From an optimization exercise on the open Yosys and OpenROAD flow, aimed at small area and a short achievable clock period; shortcuts taken in it are not production practice.
In this exercise RTL edits were held to simulation tests only and were not proved equivalent to the original.
The clock input has no modelled driver; a real chip could not lean on it and would need a root buffer or a full tree.
No activity file was given, so power comes from the tool's default toggle rates.

// module_64_8
module module_64_8
#(parameter width = 64, parameter depth = 8)
(
    input   clk,
    input   reset_n,
    input   strobe_in,
    input   [width-1:0] input_data,
    input   req_data,
    output  ready,
    output  data_end,
    output  strobe_out,
    output  [7:0] data_out,
    output  [$clog2(depth)-1:0] write_counter
);
Size in the first run: ~82 I/O pins.
Settings: LEC_CHECK=0, CAP_MARGIN=20, CORE_MARGIN=2, CORE_UTILIZATION=60, SETUP_SLACK_MARGIN=3.6, SLEW_MARGIN=20; clock period 5.0 ns.
standard.sh (not shown) runs the stock make flow with config.mk's settings and CLKGATE_MAP_FILE= SYNTH_SCRIPT=/design/flow/synth_recipe.tcl, a recipe that flattens the netlist after the stock synthesis.
==> flow/flow/run.sh <==
#!/bin/bash
# The standard ORFS layout, with the port buffers made of buf_1 cells (instead of the
# delay cells buffer_ports picks by default), timing repair free to change a cell's
# footprint, a clock tree of about 30 flip-flops per leaf buffer, and the clock
# tree's root buffer taken out after CTS (flow/bypass_root.tcl).
set -euo pipefail
W=$(pwd)
bash standard.sh MATCH_CELL_FOOTPRINT=0 \
  "BUFFER_PORTS_ARGS=-buffer_cell sky130_fd_sc_hd__buf_1" \
  "CTS_ARGS=-sink_clustering_enable -repair_clock_nets -buf_list {sky130_fd_sc_hd__clkbuf_16} -sink_clustering_size 30 -sink_clustering_max_diameter 80 -dont_use_dummy_load" \
  "POST_CTS_TCL=$W/flow/bypass_root.tcl" \
  finish > standard_flow.log 2>&1
==> flow/flow/bypass_root.tcl <==
# After clock tree synthesis: take out the tree's root buffer, so that the clock port
# drives the root's few loads (the first level of clock buffers) directly.
set block [ord::get_db_block]
set clk_net [[$block findBTerm clk] getNet]
set roots {}
foreach it [$clk_net getITerms] {
  lappend roots [$it getInst]
}
if {[llength $roots] != 1} {
  puts "bypass_root: clock port drives [llength $roots] cells, leaving the tree as it is"
  return
}
set root [lindex $roots 0]
set out_net {}
foreach it [$root getITerms] {
  if {[$it isOutputSignal]} { set out_net [$it getNet] }
}
set loads {}
foreach it [$out_net getITerms] {
  if {[$it getInst] ne $root} { lappend loads $it }
}
if {[llength $loads] > 4 || [llength [$out_net getBTerms]] > 0} {
  puts "bypass_root: root drives [llength $loads] pins, leaving the tree as it is"
  return
}
puts "bypass_root: removing [$root getName] ([[$root getMaster] getName]), clock port now drives [llength $loads] pins"
foreach it $loads { $it disconnect }
foreach it [$root getITerms] { $it disconnect }
odb::dbInst_destroy $root
odb::dbNet_destroy $out_net
foreach it $loads { $it connect $clk_net }
Change:
SETUP_SLACK_MARGIN = 3.3   (was 3.6)
Design area shrinks by 4.4%. Setup slack gains 27 ps. Via count drops by 3.3%. Total power went down by about 1.2%. Utilization is lower by 3.0 points. Global-route usage drops by 1.8 points. Sequential power barely changes. Clock power barely changes.


JK:
Another version of the RTL of module_64_8 (not shown whole).
Size in the first run: roughly 1100 cells after synthesis, ~620 flip-flops, about 82 I/O pins, roughly 21000 µm² of cells after synthesis.
clock: 5.0 ns
lec_check: 0
cap_margin: 20
core_margin: 2
core_utilization: 60
setup_slack_margin: 3.3
slew_margin: 20
==> flow/flow/run.sh <==
#!/bin/bash
# The standard ORFS layout, with the port buffers made of buf_1 cells (instead of the
# delay cells buffer_ports picks by default), timing repair free to change a cell's
# footprint, a clock tree of about 20 flip-flops per leaf buffer, and the top of the
# clock tree reshaped after CTS (flow/clock_top.tcl).
set -euo pipefail
W=$(pwd)
bash standard.sh MATCH_CELL_FOOTPRINT=0 \
  "BUFFER_PORTS_ARGS=-buffer_cell sky130_fd_sc_hd__buf_1" \
  "CTS_ARGS=-sink_clustering_enable -repair_clock_nets -buf_list {sky130_fd_sc_hd__clkbuf_16} -sink_clustering_size 20 -sink_clustering_max_diameter 60 -dont_use_dummy_load" \
  "POST_CTS_TCL=$W/flow/clock_top.tcl" \
  finish > standard_flow.log 2>&1
Other scripts of this flow, unchanged in this note and not shown: flow/flow/clock_top.tcl
In summary, JK completed successfully, with a layout that passed the timing, DRC and antenna checks.
For MS, these inputs were changed with respect to JK:
- swapping 3.3 for 3.4 in SETUP_SLACK_MARGIN
[summary]
In MS the initial DRC count turned out about 5% higher than in JK. Going from JK to MS, hold slack now sits at about the same level, maximum clock frequency now sits at about the same level. Status: switching part of the total power parity (MS, JK). Final critical-path share of the clock period: JK vs MS — no meaningful difference.
No run of this note takes its clock network from TritonCTS; it comes from the design's own scripts or RTL.

-- separate check: timing with driven ports --
The flow's constraints put no driver on any port. The routed layouts listed below were extracted and timed again, unchanged, in two steps.
Step 1, drivers: a clkbuf_16 drives clk and a buf_2 each remaining input, both assumed.
Step 2 also shifts input and output timing later by t, the mid clock arrival at the registers, as if the neighbouring blocks saw the same clock.
Three values: ideal ports, drivers, drivers and shift; two values: the first two.
| run | t, ns | slack for setup (ns) | hold slack, ns | worst setup path at the end | worst register clock-pin slew, ns |
|---|---|---|---|---|---|
| the first run of note 1 | 0.495 | 3.049 / 2.979 / 2.994 | 0.441 / 0.441 / 0.441 | input to register | 0.11 / 0.11 |
| the second run of note 1 | 0.485 | 3.076 / 3.011 / 3.009 | 0.431 / 0.431 / 0.431 | input to register | 0.11 / 0.11 |
| JK | 0.457 | 3.276 / 3.042 / 3.043 | 0.421 / 0.421 / 0.421 | input to register | 0.08 / 0.09 |
| MS | 0.461 | 3.273 / 3.036 / 3.079 | 0.423 / 0.423 / 0.423 | input to register | 0.08 / 0.09 |
After both steps every run listed still meets setup and hold. The setup slack of JK, which loses most, moves by -0.234 ns with the drivers and by -0.233 ns with both steps.
